Background: an optimization exercise with open tools, aiming at small area. Do not read the settings as production practice. In this exercise RTL edits were held to simulation tests only and were not proved equivalent to the original. Power figures rest on the tool's default switching activity, not on a simulated workload.

==> flow/design.v, too long to show whole: its modules and the start of the top module <==
// module CHAR_ROM: 965 lines
// module BRAM_GPU: 71 lines
module BRAM_GPU(
        input wire vga_clk,
        input wire rst,
        output wire [3:0] r,
        output wire [3:0] g,
        output wire [3:0] b,
        output wire hs,
        output wire vs,
        output wire [11:0] bram_addr_blk,
        input wire [15:0] bram_rdata_blk,
        output wire [12:0] bram_addr_txtr,
        input wire [11:0] bram_rdata_txtr
);
  // ...
==> flow/flow/run.sh <==
#!/bin/bash
# The standard layout (standard.sh) with these changes:
#  - synthesis maps the logic with an area-oriented ABC script (flow/abc_area.script:
#    &nf area mapping, no ABC buffering or resizing), leaves adders to ABC instead of
#    extracting half/full adder cells, and inserts no buffers on pass-through wires;
#    registers are mapped exactly as standard.sh does;
#  - the port buffers inserted at global placement are sky130_fd_sc_hd__buf_1;
#  - clock tree synthesis uses clkbuf_8 buffers and inserts no dummy loads.
# Each step's full log stays under orfs/logs; make's own output goes to make_*.log here.
set -euo pipefail
W=$(pwd)
rm -rf "$W/scripts"
cp -r "$FLOW_HOME/scripts" "$W/scripts"
cp "$W/flow/abc_area.script" "$W/scripts/abc_area.script"
bash standard.sh SCRIPTS_DIR="$W/scripts" ADDER_MAP_FILE= SYNTH_INSBUF=0 synth > make_synth.log 2>&1
bash standard.sh BUFFER_PORTS_ARGS="-buffer_cell sky130_fd_sc_hd__buf_1" CTS_ARGS="-sink_clustering_enable -repair_clock_nets -buf_list sky130_fd_sc_hd__clkbuf_8 -dont_use_dummy_load" finish > make_finish.log 2>&1
==> flow/flow/abc_area.script <==
&get -n
&st
&dch -f
&nf -p -R 1000 -F 8 -A 8
&put
topo
stime -c
==> flow/standard.sh <==
#!/bin/bash
# synth_recipe.tcl (not shown) runs the flow's synth.tcl, then flattens the netlist and writes it again
# the make line also repeats each setting of config.mk as NAME=value (left out here)
make -C /OpenROAD-flow-scripts/flow DESIGN_CONFIG=/design/flow/config.mk WORK_HOME=/design/flow/orfs CLKGATE_MAP_FILE= SYNTH_SCRIPT=/design/flow/synth_recipe.tcl "${@:-finish}"
==> flow/config.mk <==
export PLATFORM = sky130hd
export DESIGN_NAME = BRAM_GPU
export DESIGN_NICKNAME = BRAM_GPU
export VERILOG_FILES = /design/flow/design.v
export SDC_FILE = /design/flow/constraint.sdc
export NUM_CORES = 4
export LEC_CHECK = 0
export ABC_AREA = 1
export CAP_MARGIN = 20
export CORE_MARGIN = 2
export CORE_UTILIZATION = 35
export CTS_BUF_LIST = sky130_fd_sc_hd__clkbuf_8
export GPL_TIMING_DRIVEN = 0
export SETUP_SLACK_MARGIN = 0.3
export SLEW_MARGIN = 20
export SYNTH_MEMORY_MAX_BITS = 131072
==> flow/constraint.sdc <==
create_clock -name core_clock -period 10.0 [get_ports {vga_clk}]
set_input_delay 2.0000 -clock core_clock [delete_from_list [all_inputs] [get_ports {vga_clk}]]
set_output_delay 2.0000 -clock core_clock [all_outputs]
set_load 0.01 [all_outputs]
==> notes.md, run 1 <==
status=no timing/DRC/antenna violations; clock buffers=5; simple-gate portion of the synthesized area=0.369; clk cell area share=0.0128; synthesized area per cell=6.25 sq um; R2R setup slack=0.41 ns; largest net degree at the start of global routing=35; number of antenna repair diodes=1; Layout Skew=0.0199 ns; fmax=104 MHz; Final Setup Violations=0; Post-DRT Antenna Nets=0; Post-DP HPWL=21400 um; die width=120 um; Min Hold Slack=0.378 ns; Logic pwr share=0.278; CP Buf/Inv Count=0; delay-heaviest family, CP=simple AND/OR/NAND/NOR gates; Slew HR=0.188; post-synthesis instance total=757; Int Pwr=277 uW; Multi-input comb cells=702; synth top area cells=dfxtp_1 (19%), nor2_1 (11%), a21oi_1 (9.3%), nand2_1 (8.2%), o21ai_0 (7.5%); first-pass GRT wire length=42600 um; fraction of the mapped netlist area in adder cells=0.00211; M3 GR Usage=0.150; multi-input logic area=0.00384 sq mm; most frequent cell after synthesis=nor2_1; Pwr Density=83.8 mW/mm^2; prevailing post-synth register cell=dfxtp_1; FF-to-FF Start=vc[2]; # Taps=176; Ys Warns=1; Reg clk slew, reported paths=0.09 ns; Hold Path Origin=npix[8]; GRT Total Usage=0.396
==> run 2: changes to the inputs <==
==> flow/design.v (replaced) <==
module CHAR_ROM(
    input wire [5:0] char_number,
    input wire [4:0] char_line,
    input wire [4:0] column,
    output wire pixel
);
wire [15:0] a = {char_number, char_line, column};
wire y;
wire n0, n1, n2, n3, n4, n5, n6, n7, n8, n9, n10, n11, n12, n13, n14, n15, n16, n17, n18, n19, n20, n21, n22, n23, n24, n25, n26, n27, n28, n29, n30, n31, n32, n33, n34, n35, n36, n37, n38, n39, n40, n41, n42, n43, n44, n45, n46, n47, n48, n49, n50, n51, n52, n53, n54, n55, n56, n57, n58, n59, n60, n61, n62, n63, n64, n65, n66, n67, n68, n69, n70, n71, n72, n73, n74, n75, n76, n77, n78, n79, n80, n81, n82, n83, n84, n85, n86, n87, n88, n89, n90, n91, n92, n93, n94, n95, n96, n97, n98, n99, n100, n101, n102, n103, n104, n105, n106, n107, n108, n109, n110, n111, n112, n113, n114, n115, n116, n117, n118, n119, n120, n121, n122, n123, n124, n125, n126, n127, n128, n129, n130, n131, n132, n133, n134, n135, n136, n137, n138, n139, n140, n141, n142, n143, n144, n145, n146, n147, n148, n149, n150, n151, n152, n153, n154, n155, n156, n157, n158, n159, n160, n161, n162, n163, n164, n165, n166, n167, n168, n169, n170, n171, n172, n173, n174, n175, n176, n177, n178, n179, n180, n181, n182, n183, n184, n185, n186, n187, n188, n189, n190, n191, n192, n193, n194, n195, n196, n197, n198, n199, n200, n201, n202, n203, n204, n205, n206, n207, n208, n209, n210, n211, n212, n213, n214, n215, n216, n217, n218, n219, n220, n221, n222, n223, n224, n225, n226, n227, n228, n229, n230, n231, n232, n233, n234, n235, n236, n237, n238, n239, n240, n241, n242, n243, n244, n245, n246, n247, n248, n249, n250, n251, n252, n253, n254, n255, n256, n257, n258, n259, n260, n261, n262, n263, n264, n265, n266, n267, n268, n269, n270, n271, n272, n273, n274, n275, n276, n277, n278, n279, n280, n281, n282, n283, n284, n285, n286, n287, n288, n289, n290, n291, n292, n293, n294, n295, n296, n297, n298, n299, n300, n301, n302, n303, n304, n305, n306, n307, n308, n309, n310, n311, n312, n313, n314, n315, n316, n317, n318, n319, n320, n321, n322, n323, n324, n325, n326, n327, n328, n329, n330, n331, n332, n333, n334, n335, n336, n337, n338, n339, n340, n341, n342, n343, n344, n345, n346, n347, n348, n349, n350, n351, n352, n353, n354, n355, n356, n357, n358, n359, n360, n361, n362, n363, n364, n365, n366, n367, n368, n369, n370, n371, n372, n373, n374, n375, n376, n377, n378, n379, n380, n381, n382, n383, n384, n385, n386, n387, n388, n389, n390, n391, n392, n393, n394, n395, n396, n397, n398, n399, n400, n401, n402, n403, n404, n405, n406, n407, n408, n409, n410, n411, n412, n413, n414, n415, n416, n417, n418, n419, n420, n421, n422, n423, n424, n425, n426, n427, n428, n429, n430, n431, n432, n433, n434, n435, n436, n437, n438, n439, n440, n441, n442, n443, n444, n445, n446, n447, n448, n449, n450, n451, n452, n453, n454, n455, n456, n457, n458, n459, n460, n461, n462, n463, n464, n465, n466, n467, n468, n469, n470, n471, n472, n473, n474, n475, n476, n477, n478, n479, n480, n481, n482, n483, n484, n485, n486, n487, n488, n489, n490, n491, n492, n493, n494, n495, n496, n497, n498, n499, n500, n501, n502, n503, n504, n505, n506, n507, n508, n509, n510, n511, n512, n513, n514, n515, n516, n517, n518, n519, n520, n521, n522, n523, n524, n525, n526, n527, n528, n529, n530, n531, n532, n533, n534, n535, n536, n537, n538, n539, n540, n541, n542, n543, n544, n545, n546, n547, n548, n549, n550, n551, n552, n553, n554, n555, n556, n557, n558, n559, n560, n561, n562, n563, n564, n565, n566, n567, n568, n569, n570, n571, n572, n573, n574, n575, n576, n577, n578, n579, n580, n581, n582, n583, n584, n585, n586, n587, n588, n589, n590, n591, n592, n593, n594, n595, n596, n597, n598, n599, n600, n601, n602, n603, n604, n605, n606, n607, n608, n609, n610, n611, n612, n613, n614, n615, n616, n617, n618, n619, n620, n621, n622, n623, n624, n625, n626, n627, n628, n629, n630, n631, n632, n633, n634, n635, n636, n637, n638, n639, n640, n641, n642, n643, n644, n645, n646, n647, n648, n649, n650, n651, n652, n653, n654, n655, n656, n657, n658, n659, n660, n661, n662, n663, n664, n665, n666, n667, n668, n669, n670, n671, n672, n673, n674, n675, n676, n677, n678, n679, n680, n681, n682, n683, n684, n685, n686, n687, n688, n689, n690, n691, n692, n693, n694, n695, n696, n697, n698, n699, n700, n701, n702, n703, n704, n705, n706, n707, n708, n709, n710, n711, n712, n713, n714, n715, n716, n717, n718, n719, n720, n721, n722, n723, n724, n725, n726, n727, n728, n729, n730, n731, n732, n733, n734, n735, n736, n737, n738, n739, n740, n741, n742, n743, n744, n745, n746, n747, n748, n749, n750, n751, n752, n753, n754, n755, n756, n757, n758, n759, n760, n761, n762, n763, n764, n765, n766, n767, n768, n769, n770, n771, n772, n773, n774, n775, n776, n777, n778, n779, n780, n781, n782, n783, n784, n785, n786, n787, n788, n789, n790, n791, n792, n793, n794, n795, n796, n797, n798, n799, n800, n801, n802, n803, n804, n805, n806, n807, n808, n809, n810, n811, n812, n813, n814, n815, n816, n817, n818, n819, n820, n821, n822, n823, n824, n825, n826, n827, n828, n829, n830, n831, n832, n833, n834, n835, n836, n837, n838, n839, n840, n841, n842, n843, n844, n845, n846, n847, n848, n849, n850, n851, n852, n853, n854, n855, n856, n857, n858, n859, n860, n861, n862, n863, n864, n865, n866, n867, n868, n869, n870, n871, n872, n873, n874, n875, n876, n877, n878, n879, n880, n881, n882, n883, n884, n885, n886, n887, n888, n889, n890, n891, n892, n893, n894, n895, n896, n897, n898, n899, n900, n901, n902, n903, n904, n905, n906, n907, n908, n909, n910, n911, n912, n913, n914, n915, n916, n917, n918, n919, n920, n921, n922, n923, n924, n925, n926, n927, n928, n929, n930, n931, n932, n933, n934, n935, n936, n937, n938, n939, n940, n941, n942, n943, n944, n945, n946, n947, n948, n949, n950, n951, n952, n953, n954, n955, n956, n957, n958, n959, n960, n961, n962, n963, n964, n965, n966, n967, n968, n969, n970, n971, n972, n973, n974, n975, n976, n977, n978, n979, n980, n981, n982, n983, n984, n985, n986, n987, n988, n989, n990, n991, n992, n993, n994, n995, n996, n997, n998, n999, n1000, n1001, n1002, n1003, n1004, n1005, n1006, n1007, n1008, n1009, n1010, n1011, n1012, n1013, n1014, n1015, n1016, n1017, n1018, n1019, n1020, n1021, n1022, n1023, n1024, n1025, n1026, n1027, n1028, n1029, n1030, n1031, n1032, n1033, n1034, n1035, n1036, n1037, n1038, n1039, n1040, n1041, n1042, n1043, n1044, n1045, n1046, n1047, n1048, n1049, n1050, n1051, n1052, n1053, n1054, n1055, n1056, n1057, n1058, n1059, n1060, n1061, n1062, n1063, n1064, n1065, n1066, n1067, n1068, n1069, n1070, n1071, n1072, n1073, n1074, n1075, n1076, n1077, n1078, n1079, n1080, n1081, n1082, n1083, n1084, n1085, n1086, n1087, n1088, n1089, n1090, n1091, n1092, n1093, n1094, n1095, n1096, n1097, n1098, n1099, n1100, n1101, n1102, n1103, n1104, n1105, n1106, n1107, n1108, n1109, n1110, n1111, n1112, n1113, n1114, n1115, n1116, n1117, n1118, n1119, n1120, n1121, n1122, n1123, n1124, n1125, n1126, n1127, n1128, n1129, n1130, n1131, n1132, n1133, n1134, n1135, n1136, n1137, n1138, n1139, n1140, n1141, n1142, n1143, n1144, n1145, n1146, n1147, n1148, n1149, n1150, n1151, n1152, n1153, n1154, n1155, n1156, n1157, n1158, n1159, n1160, n1161, n1162, n1163, n1164, n1165, n1166, n1167, n1168, n1169, n1170, n1171, n1172, n1173, n1174, n1175, n1176, n1177, n1178, n1179, n1180, n1181, n1182, n1183, n1184, n1185, n1186, n1187, n1188, n1189, n1190, n1191, n1192, n1193, n1194, n1195, n1196, n1197, n1198, n1199, n1200, n1201, n1202, n1203, n1204, n1205, n1206, n1207, n1208, n1209, n1210, n1211, n1212, n1213, n1214, n1215, n1216, n1217, n1218, n1219, n1220, n1221, n1222, n1223, n1224, n1225, n1226, n1227, n1228, n1229, n1230, n1231, n1232, n1233, n1234, n1235, n1236, n1237, n1238, n1239, n1240, n1241, n1242, n1243, n1244, n1245, n1246, n1247, n1248, n1249, n1250, n1251, n1252, n1253, n1254, n1255, n1256, n1257, n1258, n1259, n1260, n1261, n1262, n1263, n1264, n1265, n1266, n1267, n1268, n1269, n1270, n1271, n1272, n1273, n1274, n1275, n1276, n1277, n1278, n1279, n1280, n1281, n1282, n1283, n1284, n1285, n1286, n1287, n1288, n1289, n1290, n1291, n1292, n1293, n1294, n1295, n1296, n1297, n1298, n1299, n1300, n1301, n1302, n1303, n1304, n1305, n1306, n1307;
assign n0 = (a[10]&~a[11]);
assign n1 = (~a[8]&~a[9]);
assign n2 = (a[8]&a[9]);
assign n3 = (~n1&~n2);
assign n4 = (a[1]&a[2]);
assign n5 = (~a[3]&~a[4]);
assign n6 = (n4&n5);
assign n7 = (n3&n6);
assign n8 = (a[3]&~a[4]);
assign n9 = (a[2]&n8);
assign n10 = (a[6]&a[8]);
assign n11 = (~a[6]&~a[8]);
assign n12 = (~n10&~n11);
assign n13 = (a[7]&a[9]);
assign n14 = (~a[7]&~a[9]);
assign n15 = (~n13&~n14);
assign n16 = (~n12&n15);
assign n17 = (n9&n16);
assign n18 = (a[8]&n13);
assign n19 = (~a[8]&n14);
assign n20 = (~n18&~n19);
assign n21 = (n8&n20);
assign n22 = (~n4&n21);
assign n23 = (~n17&~n22);
assign n24 = (~a[3]&a[4]);
assign n25 = (~a[1]&~a[2]);
assign n26 = (n24&n25);
assign n27 = (~n9&~n26);
assign n28 = (n3&~n27);
assign n29 = (~n23&~n28);
assign n30 = (~n7&~n29);
assign n31 = (a[9]&~n10);
assign n32 = (~a[9]&~n11);
assign n33 = (n25&~n32);
assign n34 = (~n31&n33);
assign n35 = (~n30&~n34);
assign n36 = (~a[7]&a[9]);
assign n37 = (n10&n36);
assign n38 = (a[7]&~a[9]);
assign n39 = (n11&n38);
assign n40 = (~n37&~n39);
assign n41 = (a[7]&~a[8]);
assign n42 = (a[6]&n41);
assign n43 = (~a[6]&~a[7]);
assign n44 = (a[8]&n43);
assign n45 = (~n42&~n44);
assign n46 = (a[2]&~n45);
assign n47 = (n40&~n46);
assign n48 = (n24&~n47);
assign n49 = (n40&n45);
assign n50 = (a[3]&a[4]);
assign n51 = (n25&n50);
assign n52 = (~n49&n51);
assign n53 = (n47&n52);
assign n54 = (~n48&~n53);
assign n55 = (~n35&n54);
assign n56 = (n0&~n55);
assign n57 = (n6&~n40);
assign n58 = (~n22&~n57);
assign n59 = (n8&~n40);
assign n60 = (~a[10]&~n59);
assign n61 = (n58&n60);
assign n62 = (~a[2]&~a[3]);
assign n63 = (~a[8]&n38);
assign n64 = (~a[7]&n2);
assign n65 = (~n63&~n64);
assign n66 = (n62&~n65);
assign n67 = (~a[2]&a[3]);
assign n68 = (~a[1]&n3);
assign n69 = (n67&n68);
assign n70 = (~n66&~n69);
assign n71 = (a[6]&~a[8]);
assign n72 = (~a[6]&n2);
assign n73 = (~n71&~n72);
assign n74 = (n15&n73);
assign n75 = (~n10&n26);
assign n76 = (~n74&n75);
assign n77 = (a[4]&~n76);
assign n78 = (~n70&n77);
assign n79 = (a[2]&~a[3]);
assign n80 = (a[4]&n79);
assign n81 = (a[1]&~n12);
assign n82 = (~n3&n81);
assign n83 = (n20&~n82);
assign n84 = (n80&n83);
assign n85 = (~n78&~n84);
assign n86 = (n61&n85);
assign n87 = (~n8&~n24);
assign n88 = (n16&~n87);
assign n89 = (n58&~n88);
assign n90 = (~a[1]&n44);
assign n91 = (~a[1]&n42);
assign n92 = (n15&n80);
assign n93 = (~n91&n92);
assign n94 = (~n90&n93);
assign n95 = (a[10]&~n52);
assign n96 = (~n94&n95);
assign n97 = (n89&n96);
assign n98 = (a[11]&~n97);
assign n99 = (~n86&n98);
assign n100 = (~a[10]&~a[11]);
assign n101 = (a[6]&a[9]);
assign n102 = (a[8]&n101);
assign n103 = (~a[9]&n11);
assign n104 = (~n102&~n103);
assign n105 = (~a[7]&n11);
assign n106 = (a[7]&n10);
assign n107 = (~n105&~n106);
assign n108 = (a[3]&n25);
assign n109 = (n107&n108);
assign n110 = (n104&n109);
assign n111 = (~n80&~n110);
assign n112 = (n20&~n111);
assign n113 = (n89&~n112);
assign n114 = (n100&~n113);
assign n115 = (a[12]&~n114);
assign n116 = (~n99&n115);
assign n117 = (~n56&n116);
assign n118 = (~a[8]&a[9]);
assign n119 = (~n36&~n118);
assign n120 = (a[6]&a[7]);
assign n121 = (a[1]&n120);
assign n122 = (~a[8]&~n121);
assign n123 = (~n119&~n122);
assign n124 = (~a[2]&a[4]);
assign n125 = (~a[3]&n124);
assign n126 = (~n9&~n125);
assign n127 = (n16&~n126);
assign n128 = (n51&~n103);
assign n129 = (~n80&~n128);
assign n130 = (~a[7]&a[8]);
assign n131 = (~n41&~n130);
assign n132 = (a[6]&n118);
assign n133 = (n131&~n132);
assign n134 = (~n129&~n133);
assign n135 = (~n16&n126);
assign n136 = (n134&n135);
assign n137 = (~n127&~n136);
assign n138 = (~n123&n137);
assign n139 = (~n94&~n138);
assign n140 = (~n2&n93);
assign n141 = (~n139&~n140);
assign n142 = (n24&~n141);
assign n143 = (~a[2]&n8);
assign n144 = (~a[7]&~a[8]);
assign n145 = (~a[9]&~n144);
assign n146 = (n11&n36);
assign n147 = (~n145&~n146);
assign n148 = (~n4&~n25);
assign n149 = (n20&~n148);
assign n150 = (n40&~n149);
assign n151 = (~n1&n25);
assign n152 = (n8&~n151);
assign n153 = (~n150&n152);
assign n154 = (n147&~n153);
assign n155 = (n143&~n154);
assign n156 = (~a[1]&n118);
assign n157 = (a[8]&~a[9]);
assign n158 = (~n42&~n157);
assign n159 = (~n156&n158);
assign n160 = (a[1]&n79);
assign n161 = (~n108&~n160);
assign n162 = (n87&~n161);
assign n163 = (a[7]&n101);
assign n164 = (n162&~n163);
assign n165 = (~n159&n164);
assign n166 = (~a[10]&~n17);
assign n167 = (~n165&n166);
assign n168 = (~n155&n167);
assign n169 = (~n142&n168);
assign n170 = (~a[2]&n63);
assign n171 = (n43&n157);
assign n172 = (~n63&~n171);
assign n173 = (a[1]&n157);
assign n174 = (~n172&~n173);
assign n175 = (~n170&n174);
assign n176 = (a[6]&n38);
assign n177 = (a[1]&~a[8]);
assign n178 = (n176&n177);
assign n179 = (~n1&~n18);
assign n180 = (~a[2]&n179);
assign n181 = (~n178&~n180);
assign n182 = (~n175&n181);
assign n183 = (a[6]&~a[7]);
assign n184 = (n118&n183);
assign n185 = (n182&~n184);
assign n186 = (n8&~n185);
assign n187 = (~a[6]&n14);
assign n188 = (n162&~n187);
assign n189 = (~n80&~n188);
assign n190 = (n179&~n189);
assign n191 = (~a[1]&n157);
assign n192 = (~n172&~n191);
assign n193 = (~n184&~n192);
assign n194 = (n125&~n193);
assign n195 = (n80&n91);
assign n196 = (a[10]&~n195);
assign n197 = (~n194&n196);
assign n198 = (~n190&n197);
assign n199 = (~n186&n198);
assign n200 = (a[11]&~n199);
assign n201 = (~n169&n200);
assign n202 = (~n4&~n146);
assign n203 = (~n25&~n147);
assign n204 = (~n202&n203);
assign n205 = (a[9]&~n131);
assign n206 = (n25&n205);
assign n207 = (n156&n183);
assign n208 = (~n206&~n207);
assign n209 = (~n12&n38);
assign n210 = (a[2]&n209);
assign n211 = (~n41&~n132);
assign n212 = (~a[2]&~n120);
assign n213 = (~n211&n212);
assign n214 = (~n210&~n213);
assign n215 = (n208&n214);
assign n216 = (~n204&n215);
assign n217 = (n24&~n216);
assign n218 = (a[1]&~n107);
assign n219 = (a[4]&n145);
assign n220 = (~n218&n219);
assign n221 = (n67&n220);
assign n222 = (~a[4]&n4);
assign n223 = (~n8&~n222);
assign n224 = (a[2]&a[3]);
assign n225 = (a[9]&~n224);
assign n226 = (~n223&~n225);
assign n227 = (n32&n224);
assign n228 = (~a[1]&~a[6]);
assign n229 = (n118&n228);
assign n230 = (~n131&~n229);
assign n231 = (~n227&n230);
assign n232 = (n226&n231);
assign n233 = (~n221&~n232);
assign n234 = (~n217&n233);
assign n235 = (n100&~n234);
assign n236 = (~n67&~n74);
assign n237 = (n25&~n107);
assign n238 = (n21&~n237);
assign n239 = (~n236&n238);
assign n240 = (~a[6]&a[7]);
assign n241 = (~n183&~n240);
assign n242 = (~n3&~n241);
assign n243 = (n107&~n242);
assign n244 = (n162&n243);
assign n245 = (~a[7]&n101);
assign n246 = (~a[7]&n118);
assign n247 = (~n245&~n246);
assign n248 = (~n209&n247);
assign n249 = (n125&~n248);
assign n250 = (n20&n80);
assign n251 = (~n218&n250);
assign n252 = (~n249&~n251);
assign n253 = (~n244&n252);
assign n254 = (~n239&n253);
assign n255 = (n0&~n254);
assign n256 = (~a[12]&~n255);
assign n257 = (~n235&n256);
assign n258 = (~n201&n257);
assign n259 = (~n117&~n258);
assign n260 = (a[13]&~n259);
assign n261 = (n16&n241);
assign n262 = (~n37&~n261);
assign n263 = (a[2]&~n119);
assign n264 = (~n4&n39);
assign n265 = (~n263&~n264);
assign n266 = (n262&n265);
assign n267 = (n24&~n266);
assign n268 = (~n4&n267);
assign n269 = (a[4]&~n161);
assign n270 = (a[1]&n43);
assign n271 = (a[9]&n270);
assign n272 = (~a[6]&n41);
assign n273 = (~n132&~n272);
assign n274 = (~n271&n273);
assign n275 = (n269&~n274);
assign n276 = (n6&~n102);
assign n277 = (~n143&~n276);
assign n278 = (n41&n101);
assign n279 = (~n130&~n278);
assign n280 = (n147&n279);
assign n281 = (~n277&~n280);
assign n282 = (a[1]&a[4]);
assign n283 = (~a[2]&n282);
assign n284 = (~a[3]&n283);
assign n285 = (n36&n284);
assign n286 = (a[11]&~n285);
assign n287 = (~n281&n286);
assign n288 = (~n275&n287);
assign n289 = (~n268&n288);
assign n290 = (n83&n107);
assign n291 = (~n15&n51);
assign n292 = (~n80&~n291);
assign n293 = (n290&~n292);
assign n294 = (~n49&n143);
assign n295 = (n16&n125);
assign n296 = (~a[11]&~n295);
assign n297 = (n15&n284);
assign n298 = (n6&~n45);
assign n299 = (~n297&~n298);
assign n300 = (n296&n299);
assign n301 = (~n294&n300);
assign n302 = (~n293&n301);
assign n303 = (~n289&~n302);
assign n304 = (n166&~n303);
assign n305 = (a[9]&n269);
assign n306 = (~n9&~n305);
assign n307 = (~n171&~n178);
assign n308 = (~a[7]&n191);
assign n309 = (n247&~n308);
assign n310 = (n307&n309);
assign n311 = (~n306&~n310);
assign n312 = (a[1]&n183);
assign n313 = (~a[7]&~n312);
assign n314 = (n157&~n313);
assign n315 = (~n246&~n314);
assign n316 = (~n121&n143);
assign n317 = (~n315&n316);
assign n318 = (n131&~n240);
assign n319 = (n7&n318);
assign n320 = (~n4&n24);
assign n321 = (n20&n320);
assign n322 = (n0&~n321);
assign n323 = (~n319&n322);
assign n324 = (~n317&n323);
assign n325 = (~n311&n324);
assign n326 = (n182&n262);
assign n327 = (n8&~n326);
assign n328 = (~n44&~n118);
assign n329 = (~n173&n328);
assign n330 = (n188&~n329);
assign n331 = (a[10]&a[11]);
assign n332 = (~n330&n331);
assign n333 = (~n267&n332);
assign n334 = (~n327&n333);
assign n335 = (~n325&~n334);
assign n336 = (~n304&n335);
assign n337 = (a[12]&~n336);
assign n338 = (~a[10]&a[11]);
assign n339 = (a[8]&~n241);
assign n340 = (~n224&~n339);
assign n341 = (~a[1]&n1);
assign n342 = (~n223&~n341);
assign n343 = (~n340&n342);
assign n344 = (n24&n37);
assign n345 = (~n26&~n344);
assign n346 = (~n343&n345);
assign n347 = (n338&~n346);
assign n348 = (~n245&~n272);
assign n349 = (a[9]&n91);
assign n350 = (n348&~n349);
assign n351 = (n9&~n218);
assign n352 = (n350&n351);
assign n353 = (~n3&n45);
assign n354 = (~n161&~n353);
assign n355 = (n87&~n354);
assign n356 = (~n31&~n120);
assign n357 = (n284&~n356);
assign n358 = (n0&~n357);
assign n359 = (~n76&n358);
assign n360 = (~n355&n359);
assign n361 = (~n352&n360);
assign n362 = (~n347&~n361);
assign n363 = (n20&~n362);
assign n364 = (n81&n118);
assign n365 = (n350&~n364);
assign n366 = (n9&~n365);
assign n367 = (n26&~n248);
assign n368 = (~a[9]&n10);
assign n369 = (n143&~n368);
assign n370 = (n230&n369);
assign n371 = (n51&~n279);
assign n372 = (~n295&~n371);
assign n373 = (~n370&n372);
assign n374 = (~n367&n373);
assign n375 = (~n120&n157);
assign n376 = (~n11&~n131);
assign n377 = (~n375&~n376);
assign n378 = (~a[1]&n38);
assign n379 = (n377&~n378);
assign n380 = (n6&n36);
assign n381 = (~n80&~n380);
assign n382 = (~n379&~n381);
assign n383 = (n38&n284);
assign n384 = (~n161&~n307);
assign n385 = (~n383&~n384);
assign n386 = (~n382&n385);
assign n387 = (n374&n386);
assign n388 = (~n366&n387);
assign n389 = (n331&~n388);
assign n390 = (~a[12]&~n389);
assign n391 = (~n363&n390);
assign n392 = (~n337&~n391);
assign n393 = (~a[13]&~n392);
assign n394 = (~a[14]&~n393);
assign n395 = (~n260&n394);
assign n396 = (~a[1]&n10);
assign n397 = (~a[9]&n396);
assign n398 = (~a[2]&~n14);
assign n399 = (~n131&n398);
assign n400 = (a[2]&n246);
assign n401 = (n348&~n400);
assign n402 = (~n399&n401);
assign n403 = (~n397&n402);
assign n404 = (n80&~n403);
assign n405 = (n144&~n270);
assign n406 = (n143&~n405);
assign n407 = (n6&n104);
assign n408 = (~n318&n407);
assign n409 = (~n406&~n408);
assign n410 = (n20&~n409);
assign n411 = (n137&~n410);
assign n412 = (~n404&n411);
assign n413 = (n0&~n412);
assign n414 = (a[9]&n41);
assign n415 = (n377&~n414);
assign n416 = (n51&~n415);
assign n417 = (~n209&~n246);
assign n418 = (~n87&~n101);
assign n419 = (~n284&~n418);
assign n420 = (~n417&~n419);
assign n421 = (~n250&~n420);
assign n422 = (n58&n421);
assign n423 = (~n416&n422);
assign n424 = (n100&~n423);
assign n425 = (n24&~n40);
assign n426 = (~a[10]&~n425);
assign n427 = (~n222&~n283);
assign n428 = (~n172&~n427);
assign n429 = (n20&n125);
assign n430 = (~a[1]&n124);
assign n431 = (n63&n430);
assign n432 = (~n429&~n431);
assign n433 = (~n428&n432);
assign n434 = (n426&n433);
assign n435 = (~n153&n434);
assign n436 = (n20&n24);
assign n437 = (~n25&n436);
assign n438 = (n4&n101);
assign n439 = (n437&~n438);
assign n440 = (~n37&n160);
assign n441 = (~n143&~n440);
assign n442 = (n20&~n441);
assign n443 = (~n8&~n26);
assign n444 = (n37&~n443);
assign n445 = (a[10]&~n444);
assign n446 = (~n442&n445);
assign n447 = (~n439&n446);
assign n448 = (a[11]&~n447);
assign n449 = (~n435&n448);
assign n450 = (a[12]&~n449);
assign n451 = (~n424&n450);
assign n452 = (~n413&n451);
assign n453 = (~n111&n145);
assign n454 = (n88&~n344);
assign n455 = (n58&~n454);
assign n456 = (a[11]&n455);
assign n457 = (~n453&n456);
assign n458 = (a[7]&n191);
assign n459 = (~n261&~n458);
assign n460 = (n125&~n459);
assign n461 = (n38&n396);
assign n462 = (n157&~n461);
assign n463 = (n9&~n270);
assign n464 = (n462&n463);
assign n465 = (n246&n284);
assign n466 = (~n67&~n160);
assign n467 = (n20&~n466);
assign n468 = (n118&~n120);
assign n469 = (n80&n468);
assign n470 = (~a[11]&~n469);
assign n471 = (~n467&n470);
assign n472 = (~n465&n471);
assign n473 = (~n464&n472);
assign n474 = (~n460&n473);
assign n475 = (~a[10]&~n474);
assign n476 = (~n457&n475);
assign n477 = (n62&~n157);
assign n478 = (~n10&n477);
assign n479 = (~a[1]&n79);
assign n480 = (~n478&~n479);
assign n481 = (~n32&~n318);
assign n482 = (~n25&~n211);
assign n483 = (~n44&~n482);
assign n484 = (~n481&n483);
assign n485 = (~n480&~n484);
assign n486 = (n49&n67);
assign n487 = (n161&~n486);
assign n488 = (~n36&~n72);
assign n489 = (~n3&~n42);
assign n490 = (n488&n489);
assign n491 = (~n487&~n490);
assign n492 = (a[4]&~n491);
assign n493 = (~n485&n492);
assign n494 = (a[1]&~a[9]);
assign n495 = (~n45&~n494);
assign n496 = (~n63&~n495);
assign n497 = (n224&~n496);
assign n498 = (n67&~n353);
assign n499 = (n3&n45);
assign n500 = (n160&n499);
assign n501 = (~a[4]&~n500);
assign n502 = (~n498&n501);
assign n503 = (~n497&n502);
assign n504 = (n331&~n503);
assign n505 = (~n493&n504);
assign n506 = (~a[1]&~n45);
assign n507 = (n65&~n506);
assign n508 = (n224&~n507);
assign n509 = (~a[1]&~n3);
assign n510 = (n498&~n509);
assign n511 = (~n508&~n510);
assign n512 = (n501&n511);
assign n513 = (~n87&~n160);
assign n514 = (~n40&n513);
assign n515 = (a[4]&~n514);
assign n516 = (n70&n515);
assign n517 = (n67&n499);
assign n518 = (a[1]&n3);
assign n519 = (n45&~n518);
assign n520 = (n79&~n519);
assign n521 = (~n517&~n520);
assign n522 = (n516&n521);
assign n523 = (n0&~n522);
assign n524 = (~n512&n523);
assign n525 = (~a[12]&~n524);
assign n526 = (~n505&n525);
assign n527 = (~n476&n526);
assign n528 = (a[13]&a[14]);
assign n529 = (~n527&n528);
assign n530 = (~n452&n529);
assign n531 = (~a[4]&n20);
assign n532 = (~n74&~n161);
assign n533 = (n531&n532);
assign n534 = (~n79&~n533);
assign n535 = (~n43&n118);
assign n536 = (n104&~n131);
assign n537 = (a[9]&n536);
assign n538 = (~n535&~n537);
assign n539 = (~n534&~n538);
assign n540 = (n59&~n264);
assign n541 = (~n39&~n344);
assign n542 = (n124&~n541);
assign n543 = (~n540&~n542);
assign n544 = (~n439&n543);
assign n545 = (~n539&n544);
assign n546 = (n100&~n545);
assign n547 = (a[12]&~n546);
assign n548 = (n50&n206);
assign n549 = (n80&n123);
assign n550 = (~n344&~n549);
assign n551 = (~n548&n550);
assign n552 = (n61&n551);
assign n553 = (~a[9]&n91);
assign n554 = (~n462&~n553);
assign n555 = (a[2]&~n87);
assign n556 = (~n554&n555);
assign n557 = (~n90&n157);
assign n558 = (n43&n156);
assign n559 = (~n557&~n558);
assign n560 = (n125&~n559);
assign n561 = (a[10]&~n467);
assign n562 = (~n560&n561);
assign n563 = (~n556&n562);
assign n564 = (a[11]&~n563);
assign n565 = (~n552&n564);
assign n566 = (~n124&~n148);
assign n567 = (n427&n566);
assign n568 = (n3&~n15);
assign n569 = (~n567&n568);
assign n570 = (n49&~n569);
assign n571 = (n80&~n570);
assign n572 = (~a[1]&~n499);
assign n573 = (~n218&n429);
assign n574 = (~n572&n573);
assign n575 = (n3&n574);
assign n576 = (a[8]&n38);
assign n577 = (~n246&~n576);
assign n578 = (n9&~n577);
assign n579 = (~n65&n108);
assign n580 = (~n578&~n579);
assign n581 = (n58&n580);
assign n582 = (~n575&n581);
assign n583 = (~n571&n582);
assign n584 = (n0&~n583);
assign n585 = (~n565&~n584);
assign n586 = (n547&n585);
assign n587 = (~a[13]&a[14]);
assign n588 = (~n39&~n245);
assign n589 = (n125&~n588);
assign n590 = (n0&~n589);
assign n591 = (~n134&n590);
assign n592 = (~n35&n591);
assign n593 = (n20&~n27);
assign n594 = (~n514&~n593);
assign n595 = (a[10]&~n594);
assign n596 = (a[11]&~n595);
assign n597 = (n51&~n172);
assign n598 = (~a[10]&~n597);
assign n599 = (~n140&n598);
assign n600 = (n455&n599);
assign n601 = (~n596&~n600);
assign n602 = (~n592&n601);
assign n603 = (~n224&~n430);
assign n604 = (~n261&~n603);
assign n605 = (n87&~n160);
assign n606 = (n20&n338);
assign n607 = (~n605&n606);
assign n608 = (~n604&n607);
assign n609 = (~a[12]&~n608);
assign n610 = (~n602&n609);
assign n611 = (n587&~n610);
assign n612 = (~n586&n611);
assign n613 = (~a[15]&~n612);
assign n614 = (~n530&n613);
assign n615 = (~n395&n614);
assign n616 = (~n81&n353);
assign n617 = (n9&n107);
assign n618 = (~n616&n617);
assign n619 = (n6&n261);
assign n620 = (a[10]&~n425);
assign n621 = (~n619&n620);
assign n622 = (n143&~n577);
assign n623 = (~n109&n622);
assign n624 = (a[3]&n40);
assign n625 = (~n131&n430);
assign n626 = (~n624&n625);
assign n627 = (~n623&~n626);
assign n628 = (n621&n627);
assign n629 = (~n618&n628);
assign n630 = (~n25&n59);
assign n631 = (n426&~n437);
assign n632 = (~n630&n631);
assign n633 = (a[11]&~n632);
assign n634 = (~n629&n633);
assign n635 = (n25&~n536);
assign n636 = (a[2]&~n229);
assign n637 = (n577&n636);
assign n638 = (~n397&n637);
assign n639 = (a[1]&~n3);
assign n640 = (a[4]&~n639);
assign n641 = (~n638&n640);
assign n642 = (~n635&n641);
assign n643 = (~a[4]&~n68);
assign n644 = (~n47&n643);
assign n645 = (~a[10]&~n644);
assign n646 = (~n642&n645);
assign n647 = (~n87&~n620);
assign n648 = (n8&~n25);
assign n649 = (n20&n648);
assign n650 = (~n647&~n649);
assign n651 = (~a[11]&~n650);
assign n652 = (~n646&n651);
assign n653 = (a[13]&~n652);
assign n654 = (~n634&n653);
assign n655 = (~n141&n220);
assign n656 = (n4&~n488);
assign n657 = (a[2]&n19);
assign n658 = (a[6]&n657);
assign n659 = (a[6]&n4);
assign n660 = (n63&~n659);
assign n661 = (~n658&~n660);
assign n662 = (~n656&n661);
assign n663 = (n8&~n662);
assign n664 = (a[6]&n144);
assign n665 = (n488&~n664);
assign n666 = (n125&~n665);
assign n667 = (~a[10]&~n666);
assign n668 = (n385&n667);
assign n669 = (~n663&n668);
assign n670 = (~n655&n669);
assign n671 = (~n3&~n107);
assign n672 = (~n67&~n79);
assign n673 = (~n87&~n672);
assign n674 = (~n671&n673);
assign n675 = (a[10]&~n569);
assign n676 = (~n674&n675);
assign n677 = (a[11]&~n676);
assign n678 = (~n670&n677);
assign n679 = (~a[1]&~n13);
assign n680 = (n80&n679);
assign n681 = (~n131&~n161);
assign n682 = (~n397&n681);
assign n683 = (~n680&~n682);
assign n684 = (~n318&~n364);
assign n685 = (~n683&n684);
assign n686 = (n8&n148);
assign n687 = (~n402&n686);
assign n688 = (~n314&~n558);
assign n689 = (n125&~n688);
assign n690 = (~n40&n125);
assign n691 = (a[3]&n222);
assign n692 = (~n248&n691);
assign n693 = (~n690&~n692);
assign n694 = (~n689&n693);
assign n695 = (~n687&n694);
assign n696 = (~n685&n695);
assign n697 = (n100&~n696);
assign n698 = (~n145&n488);
assign n699 = (n0&~n33);
assign n700 = (~n443&n699);
assign n701 = (~n698&n700);
assign n702 = (~a[13]&~n701);
assign n703 = (~n697&n702);
assign n704 = (~n678&n703);
assign n705 = (~n654&~n704);
assign n706 = (a[12]&~n705);
assign n707 = (~n147&~n558);
assign n708 = (~a[7]&n10);
assign n709 = (~a[2]&~n708);
assign n710 = (~n707&n709);
assign n711 = (a[3]&~n710);
assign n712 = (a[2]&n494);
assign n713 = (~n318&n712);
assign n714 = (~n711&~n713);
assign n715 = (n119&n224);
assign n716 = (~n461&n715);
assign n717 = (~a[4]&~n716);
assign n718 = (~n714&n717);
assign n719 = (a[1]&~n538);
assign n720 = (~a[9]&~n106);
assign n721 = (n25&n720);
assign n722 = (a[2]&~n396);
assign n723 = (~n720&n722);
assign n724 = (n436&~n723);
assign n725 = (~n721&n724);
assign n726 = (~n719&n725);
assign n727 = (~n718&~n726);
assign n728 = (a[11]&~n727);
assign n729 = (a[10]&~n728);
assign n730 = (n148&n550);
assign n731 = (~n2&~n163);
assign n732 = (n25&~n731);
assign n733 = (~n730&~n732);
assign n734 = (n436&~n733);
assign n735 = (n160&n731);
assign n736 = (n2&~n270);
assign n737 = (n143&~n736);
assign n738 = (~n735&~n737);
assign n739 = (~n19&~n738);
assign n740 = (~n64&~n349);
assign n741 = (n9&~n740);
assign n742 = (~a[11]&~n741);
assign n743 = (~n739&n742);
assign n744 = (~n734&n743);
assign n745 = (n183&n518);
assign n746 = (n173&n240);
assign n747 = (~a[2]&n131);
assign n748 = (~n746&n747);
assign n749 = (~n745&n748);
assign n750 = (n8&~n638);
assign n751 = (~n749&n750);
assign n752 = (n6&~n49);
assign n753 = (n338&~n752);
assign n754 = (~n574&n753);
assign n755 = (~n571&n754);
assign n756 = (~n751&n755);
assign n757 = (~n744&~n756);
assign n758 = (~n729&n757);
assign n759 = (n205&n355);
assign n760 = (n2&n25);
assign n761 = (~n205&~n467);
assign n762 = (~n760&~n761);
assign n763 = (~n156&~n414);
assign n764 = (~n461&n763);
assign n765 = (n124&~n764);
assign n766 = (~n762&~n765);
assign n767 = (~n2&~n13);
assign n768 = (n5&~n767);
assign n769 = (n0&~n768);
assign n770 = (~n766&n769);
assign n771 = (~n759&n770);
assign n772 = (~a[13]&~n771);
assign n773 = (~n758&n772);
assign n774 = (~n14&n73);
assign n775 = (~n4&~n774);
assign n776 = (n21&~n414);
assign n777 = (~n775&n776);
assign n778 = (n10&n38);
assign n779 = (n247&~n778);
assign n780 = (n51&~n779);
assign n781 = (~a[10]&~n780);
assign n782 = (~n533&n781);
assign n783 = (~n777&n782);
assign n784 = (n320&~n538);
assign n785 = (~a[1]&n62);
assign n786 = (~n118&~n376);
assign n787 = (n785&~n786);
assign n788 = (~n119&n160);
assign n789 = (n158&n788);
assign n790 = (~n787&~n789);
assign n791 = (a[4]&~n790);
assign n792 = (~n784&~n791);
assign n793 = (n783&n792);
assign n794 = (n45&n518);
assign n795 = (~a[2]&~n794);
assign n796 = (n577&n795);
assign n797 = (n8&~n796);
assign n798 = (a[1]&~n131);
assign n799 = (~n353&n798);
assign n800 = (a[2]&~n799);
assign n801 = (n797&~n800);
assign n802 = (n125&~n507);
assign n803 = (n9&n68);
assign n804 = (n620&~n803);
assign n805 = (~n802&n804);
assign n806 = (~n801&n805);
assign n807 = (a[11]&~n806);
assign n808 = (~n793&n807);
assign n809 = (~n577&n723);
assign n810 = (~a[7]&n157);
assign n811 = (~n4&n810);
assign n812 = (~n25&~n229);
assign n813 = (~n184&n812);
assign n814 = (~n811&n813);
assign n815 = (n399&~n489);
assign n816 = (~n553&~n815);
assign n817 = (n814&n816);
assign n818 = (~n809&n817);
assign n819 = (n8&~n635);
assign n820 = (~n818&n819);
assign n821 = (n375&~n746);
assign n822 = (~n178&~n821);
assign n823 = (~n537&n822);
assign n824 = (n80&~n823);
assign n825 = (n284&n537);
assign n826 = (~n689&~n825);
assign n827 = (~n824&n826);
assign n828 = (~n820&n827);
assign n829 = (n0&~n828);
assign n830 = (n162&n495);
assign n831 = (~n305&n830);
assign n832 = (~a[6]&n36);
assign n833 = (~n176&~n832);
assign n834 = (n118&n282);
assign n835 = (n45&~n834);
assign n836 = (n833&n835);
assign n837 = (~n87&~n836);
assign n838 = (n107&n148);
assign n839 = (~n126&n838);
assign n840 = (n51&n118);
assign n841 = (~a[4]&n157);
assign n842 = (~n161&n841);
assign n843 = (~n840&~n842);
assign n844 = (~n839&n843);
assign n845 = (~n837&n844);
assign n846 = (~n831&n845);
assign n847 = (n100&~n846);
assign n848 = (a[13]&~n847);
assign n849 = (~n829&n848);
assign n850 = (~n808&n849);
assign n851 = (~n773&~n850);
assign n852 = (~a[12]&~n851);
assign n853 = (~a[14]&~n852);
assign n854 = (~n706&n853);
assign n855 = (~a[0]&~a[1]);
assign n856 = (a[5]&a[6]);
assign n857 = (~a[7]&~n856);
assign n858 = (a[8]&~n857);
assign n859 = (~n767&~n858);
assign n860 = (a[5]&a[9]);
assign n861 = (~n318&~n860);
assign n862 = (~n36&~n861);
assign n863 = (~n859&~n862);
assign n864 = (~n855&~n863);
assign n865 = (a[0]&a[1]);
assign n866 = (~n855&~n865);
assign n867 = (~n859&~n866);
assign n868 = (~n864&~n867);
assign n869 = (n1&n183);
assign n870 = (n120&n860);
assign n871 = (~n375&~n870);
assign n872 = (n858&n871);
assign n873 = (~n869&~n872);
assign n874 = (n865&~n873);
assign n875 = (~n868&~n874);
assign n876 = (n79&~n875);
assign n877 = (n123&n865);
assign n878 = (n855&n873);
assign n879 = (~n468&~n855);
assign n880 = (~n865&~n879);
assign n881 = (~a[5]&~a[6]);
assign n882 = (~n856&~n881);
assign n883 = (n18&n882);
assign n884 = (~n105&~n883);
assign n885 = (~n880&n884);
assign n886 = (~n878&~n885);
assign n887 = (~n877&~n886);
assign n888 = (n67&~n887);
assign n889 = (n62&n865);
assign n890 = (n859&n889);
assign n891 = (~n888&~n890);
assign n892 = (~n876&n891);
assign n893 = (~a[4]&~n892);
assign n894 = (n241&~n720);
assign n895 = (~n241&~n882);
assign n896 = (n1&n895);
assign n897 = (~a[5]&n18);
assign n898 = (~n896&~n897);
assign n899 = (~n894&n898);
assign n900 = (~n866&n899);
assign n901 = (a[5]&n38);
assign n902 = (n866&~n901);
assign n903 = (n158&n902);
assign n904 = (~n339&n903);
assign n905 = (~n900&~n904);
assign n906 = (~a[2]&~n905);
assign n907 = (a[2]&~n880);
assign n908 = (~n25&~n866);
assign n909 = (n3&n120);
assign n910 = (n908&~n909);
assign n911 = (n50&~n910);
assign n912 = (~n907&n911);
assign n913 = (~n906&n912);
assign n914 = (~n64&~n883);
assign n915 = (~a[0]&~n914);
assign n916 = (~a[5]&n810);
assign n917 = (a[5]&n42);
assign n918 = (~n187&~n917);
assign n919 = (~n916&n918);
assign n920 = (~n915&n919);
assign n921 = (~a[1]&~n920);
assign n922 = (~a[1]&n12);
assign n923 = (a[5]&a[8]);
assign n924 = (~a[5]&~a[8]);
assign n925 = (~n923&~n924);
assign n926 = (~n922&~n925);
assign n927 = (~n313&n376);
assign n928 = (n926&n927);
assign n929 = (a[1]&a[5]);
assign n930 = (n103&n929);
assign n931 = (~n105&~n930);
assign n932 = (n101&~n131);
assign n933 = (~n746&~n932);
assign n934 = (n931&n933);
assign n935 = (~n928&n934);
assign n936 = (~n921&n935);
assign n937 = (n9&~n936);
assign n938 = (a[0]&n120);
assign n939 = (a[9]&n938);
assign n940 = (~n916&~n917);
assign n941 = (~n939&n940);
assign n942 = (~a[0]&~n767);
assign n943 = (n339&n942);
assign n944 = (~n171&~n278);
assign n945 = (a[1]&n944);
assign n946 = (~n943&n945);
assign n947 = (n941&n946);
assign n948 = (a[0]&a[7]);
assign n949 = (n72&n948);
assign n950 = (~a[5]&n42);
assign n951 = (~n949&~n950);
assign n952 = (~n932&n951);
assign n953 = (~n39&~n708);
assign n954 = (a[5]&~n953);
assign n955 = (a[7]&n881);
assign n956 = (n157&n955);
assign n957 = (~a[1]&~n956);
assign n958 = (~n954&n957);
assign n959 = (n952&n958);
assign n960 = (~n947&~n959);
assign n961 = (~n105&~n960);
assign n962 = (n125&~n961);
assign n963 = (n865&n899);
assign n964 = (~a[9]&~n882);
assign n965 = (n144&~n855);
assign n966 = (~n964&n965);
assign n967 = (n105&n855);
assign n968 = (~n163&~n865);
assign n969 = (~n967&n968);
assign n970 = (~n966&n969);
assign n971 = (n80&~n970);
assign n972 = (~n963&n971);
assign n973 = (a[10]&~n972);
assign n974 = (~n962&n973);
assign n975 = (~n937&n974);
assign n976 = (~n913&n975);
assign n977 = (~n893&n976);
assign n978 = (~n161&~n866);
assign n979 = (~n41&n488);
assign n980 = (n978&~n979);
assign n981 = (~n176&~n246);
assign n982 = (~n865&~n981);
assign n983 = (~n157&n224);
assign n984 = (~n982&n983);
assign n985 = (~n980&~n984);
assign n986 = (~n105&~n985);
assign n987 = (~n328&~n865);
assign n988 = (~a[0]&n191);
assign n989 = (~n36&~n42);
assign n990 = (n866&~n989);
assign n991 = (~n988&~n990);
assign n992 = (~n987&n991);
assign n993 = (n79&~n992);
assign n994 = (~n2&~n869);
assign n995 = (n865&~n994);
assign n996 = (~n481&~n995);
assign n997 = (n67&~n996);
assign n998 = (n376&~n865);
assign n999 = (n2&~n43);
assign n1000 = (~n1&n62);
assign n1001 = (~n855&n1000);
assign n1002 = (~n999&n1001);
assign n1003 = (~n998&n1002);
assign n1004 = (~a[4]&~n1003);
assign n1005 = (~n997&n1004);
assign n1006 = (~n993&n1005);
assign n1007 = (~n986&n1006);
assign n1008 = (~n14&n731);
assign n1009 = (n224&~n1008);
assign n1010 = (a[3]&n187);
assign n1011 = (~n170&~n657);
assign n1012 = (~n1010&n1011);
assign n1013 = (~n38&~n368);
assign n1014 = (n62&~n1013);
assign n1015 = (n11&n14);
assign n1016 = (~n18&~n1015);
assign n1017 = (n866&n1016);
assign n1018 = (~n1014&n1017);
assign n1019 = (n1012&n1018);
assign n1020 = (~n1009&n1019);
assign n1021 = (~n79&~n978);
assign n1022 = (~a[3]&n855);
assign n1023 = (a[6]&~n1022);
assign n1024 = (~n179&n1023);
assign n1025 = (~n187&~n1024);
assign n1026 = (~n1021&n1025);
assign n1027 = (n1&n241);
assign n1028 = (~n4&~n999);
assign n1029 = (~n1027&n1028);
assign n1030 = (n908&n1029);
assign n1031 = (~n105&n477);
assign n1032 = (n224&n869);
assign n1033 = (a[4]&~n1032);
assign n1034 = (~n1031&n1033);
assign n1035 = (~n1030&n1034);
assign n1036 = (~n1026&n1035);
assign n1037 = (~n1020&n1036);
assign n1038 = (~n1007&~n1037);
assign n1039 = (~a[10]&~n1038);
assign n1040 = (a[11]&~n1039);
assign n1041 = (~n977&n1040);
assign n1042 = (~n3&~n45);
assign n1043 = (a[0]&~n577);
assign n1044 = (n895&n1043);
assign n1045 = (~n1042&~n1044);
assign n1046 = (~n4&~n1045);
assign n1047 = (~n245&~n955);
assign n1048 = (n3&n855);
assign n1049 = (~n1047&n1048);
assign n1050 = (n4&~n944);
assign n1051 = (n20&n25);
assign n1052 = (~n1050&~n1051);
assign n1053 = (~n1049&n1052);
assign n1054 = (~n1046&n1053);
assign n1055 = (n8&~n1054);
assign n1056 = (n576&n882);
assign n1057 = (~n146&~n1056);
assign n1058 = (a[3]&~n1057);
assign n1059 = (n3&~n241);
assign n1060 = (~a[3]&~n15);
assign n1061 = (n1059&n1060);
assign n1062 = (n148&~n1061);
assign n1063 = (~n1058&n1062);
assign n1064 = (n157&n895);
assign n1065 = (~n161&~n184);
assign n1066 = (~n1064&n1065);
assign n1067 = (n785&n944);
assign n1068 = (a[1]&n224);
assign n1069 = (~n778&n1068);
assign n1070 = (a[4]&~n1069);
assign n1071 = (~n1067&n1070);
assign n1072 = (~n1066&n1071);
assign n1073 = (~n1063&n1072);
assign n1074 = (n5&~n25);
assign n1075 = (n118&n895);
assign n1076 = (n157&n240);
assign n1077 = (~n1075&~n1076);
assign n1078 = (n1074&~n1077);
assign n1079 = (a[10]&~n1078);
assign n1080 = (~n1073&n1079);
assign n1081 = (~n1055&n1080);
assign n1082 = (n68&n833);
assign n1083 = (~n794&~n1082);
assign n1084 = (n125&~n1083);
assign n1085 = (~n3&n107);
assign n1086 = (~a[2]&~n1085);
assign n1087 = (~n8&n20);
assign n1088 = (n241&~n648);
assign n1089 = (~n223&~n1088);
assign n1090 = (~n1087&n1089);
assign n1091 = (~n1086&n1090);
assign n1092 = (~n1084&~n1091);
assign n1093 = (~a[1]&~n49);
assign n1094 = (n224&~n799);
assign n1095 = (~n1093&n1094);
assign n1096 = (~n1092&~n1095);
assign n1097 = (~n207&n459);
assign n1098 = (n80&~n1097);
assign n1099 = (~a[10]&~n1098);
assign n1100 = (~n1096&n1099);
assign n1101 = (~a[11]&~n1100);
assign n1102 = (~n1081&n1101);
assign n1103 = (~a[12]&~n1102);
assign n1104 = (~n1041&n1103);
assign n1105 = (~n43&n923);
assign n1106 = (a[1]&~n106);
assign n1107 = (~n1105&n1106);
assign n1108 = (n144&~n882);
assign n1109 = (~n119&~n1108);
assign n1110 = (a[0]&~n1109);
assign n1111 = (~a[0]&~n246);
assign n1112 = (~n1110&~n1111);
assign n1113 = (~n1107&~n1112);
assign n1114 = (~n942&n1107);
assign n1115 = (a[0]&~a[5]);
assign n1116 = (a[6]&n1115);
assign n1117 = (a[8]&n1116);
assign n1118 = (n80&~n1117);
assign n1119 = (~n1114&n1118);
assign n1120 = (~n1113&n1119);
assign n1121 = (~a[0]&a[5]);
assign n1122 = (~a[7]&~n1121);
assign n1123 = (n177&~n1122);
assign n1124 = (~n44&~n1123);
assign n1125 = (n929&n938);
assign n1126 = (n144&n1116);
assign n1127 = (~n1125&~n1126);
assign n1128 = (n1124&n1127);
assign n1129 = (~a[9]&~n1128);
assign n1130 = (~n865&~n882);
assign n1131 = (a[7]&~n881);
assign n1132 = (n118&~n1131);
assign n1133 = (~n1130&n1132);
assign n1134 = (~n1129&~n1133);
assign n1135 = (n125&~n1134);
assign n1136 = (a[5]&n855);
assign n1137 = (~n1116&~n1136);
assign n1138 = (~n4&n576);
assign n1139 = (n1074&n1138);
assign n1140 = (~n1137&n1139);
assign n1141 = (~n489&~n870);
assign n1142 = (n691&n1141);
assign n1143 = (~n100&~n1142);
assign n1144 = (~n1140&n1143);
assign n1145 = (n619&~n860);
assign n1146 = (~n81&~n926);
assign n1147 = (n622&~n1146);
assign n1148 = (~n1145&~n1147);
assign n1149 = (n1144&n1148);
assign n1150 = (~n1135&n1149);
assign n1151 = (~n1120&n1150);
assign n1152 = (~n2&~n896);
assign n1153 = (n240&~n1152);
assign n1154 = (~n157&n183);
assign n1155 = (a[5]&n19);
assign n1156 = (~n1154&~n1155);
assign n1157 = (~n1153&n1156);
assign n1158 = (~a[1]&~n1157);
assign n1159 = (n494&n895);
assign n1160 = (n2&n121);
assign n1161 = (a[1]&n881);
assign n1162 = (n64&n1161);
assign n1163 = (~n1160&~n1162);
assign n1164 = (~n1159&n1163);
assign n1165 = (a[5]&n12);
assign n1166 = (n518&n1165);
assign n1167 = (~n745&~n1166);
assign n1168 = (n1164&n1167);
assign n1169 = (n62&n1168);
assign n1170 = (~n1158&n1169);
assign n1171 = (~n157&~n176);
assign n1172 = (~n184&n1171);
assign n1173 = (~n858&n1172);
assign n1174 = (n1077&n1173);
assign n1175 = (~a[1]&~n1174);
assign n1176 = (a[1]&~n955);
assign n1177 = (n859&n1176);
assign n1178 = (a[3]&~n1177);
assign n1179 = (~n1175&n1178);
assign n1180 = (n241&~n767);
assign n1181 = (~n535&~n1180);
assign n1182 = (~n896&n1181);
assign n1183 = (~a[1]&~n1182);
assign n1184 = (~n39&~n102);
assign n1185 = (a[5]&~n1184);
assign n1186 = (~n146&~n897);
assign n1187 = (~n1185&n1186);
assign n1188 = (a[1]&~n1187);
assign n1189 = (~a[5]&n178);
assign n1190 = (a[2]&~n1189);
assign n1191 = (~n1188&n1190);
assign n1192 = (~n1183&n1191);
assign n1193 = (a[4]&~n224);
assign n1194 = (~n1192&n1193);
assign n1195 = (~n1179&n1194);
assign n1196 = (~n1170&n1195);
assign n1197 = (~n664&~n1153);
assign n1198 = (~a[1]&~n1197);
assign n1199 = (~a[1]&~a[5]);
assign n1200 = (n1015&~n1199);
assign n1201 = (~n245&~n930);
assign n1202 = (~n1200&n1201);
assign n1203 = (~n1189&n1202);
assign n1204 = (~n1198&n1203);
assign n1205 = (n9&~n1204);
assign n1206 = (~n1175&n1191);
assign n1207 = (~a[2]&~n1177);
assign n1208 = (n5&~n1207);
assign n1209 = (~n1206&n1208);
assign n1210 = (n1168&~n1183);
assign n1211 = (n143&~n1210);
assign n1212 = (n100&~n1211);
assign n1213 = (~n1209&n1212);
assign n1214 = (~n1205&n1213);
assign n1215 = (~n1196&n1214);
assign n1216 = (~n1151&~n1215);
assign n1217 = (a[12]&~n1216);
assign n1218 = (n528&~n1217);
assign n1219 = (~n1104&n1218);
assign n1220 = (~n329&~n981);
assign n1221 = (~n229&~n1220);
assign n1222 = (n62&~n1221);
assign n1223 = (n79&~n688);
assign n1224 = (n67&~n822);
assign n1225 = (~a[1]&n224);
assign n1226 = (~n172&n1225);
assign n1227 = (a[4]&~n1226);
assign n1228 = (~n1224&n1227);
assign n1229 = (~n1223&n1228);
assign n1230 = (~n1222&n1229);
assign n1231 = (~a[3]&n290);
assign n1232 = (n123&~n672);
assign n1233 = (~n1231&n1232);
assign n1234 = (n313&~n736);
assign n1235 = (n224&~n328);
assign n1236 = (~n1234&n1235);
assign n1237 = (~a[4]&~n1236);
assign n1238 = (~n1233&n1237);
assign n1239 = (n0&~n1238);
assign n1240 = (~n1230&n1239);
assign n1241 = (n797&n1082);
assign n1242 = (~a[10]&~n619);
assign n1243 = (n80&n242);
assign n1244 = (~n149&n1243);
assign n1245 = (~n73&~n132);
assign n1246 = (n284&n1245);
assign n1247 = (~n1244&~n1246);
assign n1248 = (n1242&n1247);
assign n1249 = (~n802&n1248);
assign n1250 = (~n801&n1249);
assign n1251 = (~n1241&n1250);
assign n1252 = (n87&n672);
assign n1253 = (n1059&~n1252);
assign n1254 = (a[10]&~n1253);
assign n1255 = (a[11]&~n1254);
assign n1256 = (~n1251&n1255);
assign n1257 = (n100&n261);
assign n1258 = (~n355&n1257);
assign n1259 = (a[12]&~n1258);
assign n1260 = (~n1256&n1259);
assign n1261 = (~n1240&n1260);
assign n1262 = (~n125&~n290);
assign n1263 = (n78&n1262);
assign n1264 = (n125&n290);
assign n1265 = (~n242&~n1068);
assign n1266 = (~n131&~n223);
assign n1267 = (~n1265&n1266);
assign n1268 = (~n1098&~n1267);
assign n1269 = (~n1264&n1268);
assign n1270 = (~n1263&n1269);
assign n1271 = (n0&~n1270);
assign n1272 = (a[1]&n49);
assign n1273 = (~n1093&~n1272);
assign n1274 = (n833&~n1273);
assign n1275 = (n3&n24);
assign n1276 = (~n1274&n1275);
assign n1277 = (~a[1]&~n47);
assign n1278 = (a[2]&~n833);
assign n1279 = (~a[3]&~n1278);
assign n1280 = (n531&~n1279);
assign n1281 = (~n1277&n1280);
assign n1282 = (a[3]&n833);
assign n1283 = (n124&~n1282);
assign n1284 = (~n1281&~n1283);
assign n1285 = (~n1276&n1284);
assign n1286 = (n3&n241);
assign n1287 = (~n1087&~n1286);
assign n1288 = (~a[1]&~n1287);
assign n1289 = (n795&~n1288);
assign n1290 = (~n87&n261);
assign n1291 = (~n785&~n1068);
assign n1292 = (n3&~n1291);
assign n1293 = (a[10]&~n1292);
assign n1294 = (~n1290&n1293);
assign n1295 = (a[11]&~n1294);
assign n1296 = (~n1289&n1295);
assign n1297 = (~n1285&n1296);
assign n1298 = (n100&n833);
assign n1299 = (n28&n1298);
assign n1300 = (~a[12]&~n1299);
assign n1301 = (~n1297&n1300);
assign n1302 = (~n1271&n1301);
assign n1303 = (n587&~n1302);
assign n1304 = (~n1261&n1303);
assign n1305 = (a[15]&~n1304);
assign n1306 = (~n1219&n1305);
assign n1307 = (~n854&n1306);
assign y = (~n615&~n1307);
assign pixel = y;
endmodule
module BRAM_GPU(
        input wire vga_clk,
        input wire rst,
        output wire [3:0] r,
        output wire [3:0] g,
        output wire [3:0] b,
        output wire hs,
        output wire vs,
        output wire [11:0] bram_addr_blk,
        input wire [15:0] bram_rdata_blk,
        output wire [12:0] bram_addr_txtr,
        input wire [11:0] bram_rdata_txtr
);
reg [10:0] hc;       
reg [9:0] vc;        
reg first;           
reg [11:0] pix;
reg [11:0] rgb;
wire h_last = hc[10] & hc[8] & hc[6];
wire h_pre  = hc[10] & hc[8] & (&hc[5:0]);
wire v_last = vc[9] & vc[8] & vc[5] & vc[2] & vc[0];
wire [10:0] hc_nxt = h_last ? 11'd0 : hc + 11'd1;
wire [9:0]  vc_nxt = h_pre ? (v_last ? 10'd0 : vc + 10'd1) : vc;
always @(posedge vga_clk)
    if (rst) begin
        hc <= 11'd1344;
        vc <= 10'd0;
    end else begin
        hc <= hc_nxt;
        vc <= vc_nxt;
    end
always @(posedge vga_clk)
    first <= rst;
assign bram_addr_blk = {vc_nxt[9:5] + {4'd0, hc_nxt[10]}, hc_nxt[9:5], 2'b00};
assign bram_addr_txtr = {bram_rdata_blk[14:12], vc[4:0], hc[4:0]};
wire h0 = (hc == 11'd0);
assign hs = (hc >= 11'd1051) && (hc < 11'd1187);
wire vs_prev = (h0 || hc == 11'd1 || hc == 11'd2 || h_last);
assign vs = vs_prev ? (vc >= 10'd772 && vc < 10'd778) : (vc >= 10'd771 && vc < 10'd777);
wire hblank = hc[10];
wire vblank = h0 ? (vc >= 10'd769) : (vc >= 10'd768 && !v_last);
wire blank = (hblank | vblank) & ~first;
wire border = (h0 || hc == 11'd1023 || vc == 10'd0 || vc == 10'd767) & ~first;
wire glyph;
CHAR_ROM character_rom(
    .char_number(bram_rdata_blk[5:0]),
    .char_line(vc[4:0]),
    .column(hc[4:0]),
    .pixel(glyph)
);
wire [11:0] font_color = {{4{bram_rdata_blk[10]}}, {4{bram_rdata_blk[9]}}, {4{bram_rdata_blk[8]}}};
wire [11:0] texel = bram_rdata_txtr ^ {12{bram_rdata_blk[15]}};
wire [11:0] pix_nxt = blank ? 12'h000 :
                      glyph ? font_color :
                      border ? 12'h0f0 : texel;
always @(posedge vga_clk)
    if (rst) begin
        pix <= 12'h000;
        rgb <= 12'h000;
    end else begin
        pix <= pix_nxt;
        rgb <= pix;
    end
assign {r, g, b} = rgb;
endmodule
==> flow/run.sh (new file) <==
#!/bin/bash
# synth_recipe.tcl (not shown) runs the flow's synth.tcl, then flattens the netlist and writes it again
# the make line also repeats each setting of config.mk as NAME=value (left out here)
make -C /OpenROAD-flow-scripts/flow DESIGN_CONFIG=/design/flow/config.mk WORK_HOME=/design/flow/orfs CLKGATE_MAP_FILE= SYNTH_SCRIPT=/design/flow/synth_recipe.tcl finish
==> flow/config.mk (replaced) <==
export PLATFORM = sky130hd
export DESIGN_NAME = BRAM_GPU
export DESIGN_NICKNAME = BRAM_GPU
export VERILOG_FILES = /design/flow/design.v
export SDC_FILE = /design/flow/constraint.sdc
export NUM_CORES = 4
export LEC_CHECK = 0
export ABC_AREA = 1
export CAP_MARGIN = 20
export CORE_MARGIN = 2
export CORE_UTILIZATION = 40
export SLEW_MARGIN = 20
export SYNTH_MEMORY_MAX_BITS = 131072
removed: flow/flow/run.sh
removed: flow/flow/abc_area.script
removed: flow/standard.sh
==> run 2 against run 1 <==
  * Still clean
  * Power rose by 27%
  * First-iteration DRC count rose by 24%
  * Non-clock buffer count rose by 13
  * Worst hold slack improved by 0.024 ns
  * Worst setup slack improved by 3.5 ns
  * Clock-buffer cell count did not move
  * Sequential power fell by 6%
  * Global-route usage rose by 5.9 points
  * Wire length rose by 59%
  * Sequential share of layout area fell by 6.6 points
  * Core utilization rose by 3.6 points
  * Final cell count rose by 71%
  * Critical endpoint is now bram_addr_blk[11]
  * Largest cell class unchanged
==> notes.md, run 2 <==
final wirelength=46900 um (was 29400 um); Int Pwr=349 uW (was 277 uW); H-tree Lvls=2 (unchanged); Post-DP HPWL=34300 um (was 21400 um); die width=144 um (was 120 um); synth top area cells=nand2_1 (20%), dfxtp_1 (12%), nand3_1 (8.7%), ha_1 (8.6%), nor2_1 (8.6%) (was dfxtp_1 (19%), nor2_1 (11%), a21oi_1 (9.3%), nand2_1 (8.2%), o21ai_0 (7.5%)); Slew HR=0.243 (was 0.188); # port buffers=57 (unchanged); worst path arrival time=4.06 ns (was 9.79 ns); reg2reg path depth=19 (was 26); delay-heaviest family, CP=simple AND/OR/NAND/NOR gates (unchanged); FF-to-FF Start=vc[4] (was vc[2]); synthesized area per cell=5.45 sq um (was 6.25 sq um); Clock Path Buffers=2 (unchanged); Crit path depth=14 (was 26); post-synthesis instance total=1443 (was 757); first-pass GRT wire length=68100 um (was 42600 um); Final Setup Violations=0 (unchanged); Pwr Density=66.5 mW/mm^2 (was 83.8 mW/mm^2); GRT Total Usage=0.456 (was 0.396); Reg clk slew, reported paths=0.07 ns (was 0.09 ns); Logic pwr share=0.349 (was 0.278); status=no timing/DRC/antenna violations (unchanged); most frequent cell after synthesis=nand2_1 (was nor2_1); R2R setup slack=5.20 ns (was 0.41 ns); Layout Skew=0.00399 ns (was 0.0199 ns); largest net degree at the start of global routing=46 (was 35); drt initial violations=1737 (was 1402); prevailing post-synth register cell=dfxtp_1 (unchanged); Post-DRT Antenna Nets=0 (unchanged); fmax=165 MHz (was 104 MHz); via/cell ratio=6.38 (was 7.20); Ys Warns=1 (unchanged); Hold Path Origin=pix[7] (was npix[8])
[run 2: cell types whose count changed in the layout (fill, tap and decap cells not counted), sizes merged, moves of 12 or more]
cell / delta
nor3: -15
nand4: +13
a211oi: -12
nand2: +344
ha: +54
buf: -44
a31oi: -16
clkdlybuf4s50: +57
a21oi: +12
nor2: +52
nand3: +107
inv: +157
o21ai: +23
[run 2: cell type report]
class                           count  share of cell area
Multi-Input combinational cell   1164               0.685
Sequential cell                    46               0.108
Timing Repair Buffer               73              0.0808
Inverter                          157              0.0701
Tap cell                          265              0.0388
Clock buffer                        5              0.0146
Clock inverter                      3             0.00293
[run 2: metal layers]
metal	global-route usage	wire length [um]
met3	0.170	7260
met5	0	24
met1	0.542	16300
met4	0.352	4730
met2	0.660	18600
[run 2: worst register-to-register path, cell delays in order, from the launching register on]
cell and delay (ns):
dfxtp_1 0.33, buf_4 0.35, inv_1 0.12, buf_4 0.26, ha_1 0.49, inv_1 0.24, nor2_4 0.28, nand2_1 0.23
o21ai_1 0.34, a21oi_1 0.08, o211ai_1 0.91, nand3_1 0.22, nand2_1 0.13, nand2_1 0.05, nor2_1 0.09, nor2_1 0.05
nand2_2 0.14, nand2_2 0.18, nand2_1 0.11, a21oi_1 0.06
[run 2: power groups by stage]
stage / combinational, uW / sequential [uW] / clock, uW
2_1_floorplan: 117 / 205 / 0
3_3_place_gp: 187 / 206 / 0
3_5_place_dp: 185 / 206 / 0
4_1_cts: 186 / 202 / 170
5_1_grt: 207 / 204 / 177
6_report: 199 / 202 / 167
[run 2: per-stage QoR]
step	util	cells	hold WS, ns	worst slack (ns)
final	0.441	1713	0.401	3.94
after global placement	0.433	1705	0.390	4.40
after detailed placement	0.433	1705	0.394	4.31
after global routing	0.441	1713	0.417	3.60
after CTS	0.441	1713	0.403	3.99
after floorplan	-	1444	0.388	5.55
[run 2: how the worst min path moves through the flow]
stage          endpoint  cells past startpoint
2_1_floorplan    rgb[0]                      2
3_3_place_gp    rgb[10]                      2
3_5_place_dp     rgb[7]                      2
4_1_cts          rgb[7]                      2
5_1_grt          rgb[0]                      2
6_report         rgb[7]                      2
[run 2: cell families (layout without fill, tap and decap cells)]
| kind of cell | count (synthesis) | count (layout) | share of synthesized area |
|---|---|---|---|
| buf+inv | 234 | 238 | 0.139 |
| compound gates | 252 | 252 | 0.179 |
| flops | 46 | 46 | 0.117 |
| xor+xnor | 23 | 23 | 0.0256 |
| simple gates | 833 | 833 | 0.453 |
| other cells | 1 | 2 | 0.000477 |
| fa+ha+maj | 54 | 54 | 0.0859 |

port drivers added, routing unchanged:
Ports are ideal in the flow. The routed layouts listed here were re-timed in OpenROAD.
Step 1 assumes that a clkbuf_16 drives the clock port and a buf_2 every other input.
Step 2, shift: input delay + t, output delay - t, t = (earliest + latest rising clock arrival at the registers) / 2. This alone moves slack from input paths to output paths.
Three values: ideal, step 1, step 2; two values: the first two.
run | t, ns | setup slack, ns
run 1 | 0.329 | 0.414 / 0.413 / 0.413
run 2 | 0.326 | 3.935 / 3.900 / 4.226
After both steps every run listed still meets setup and hold.
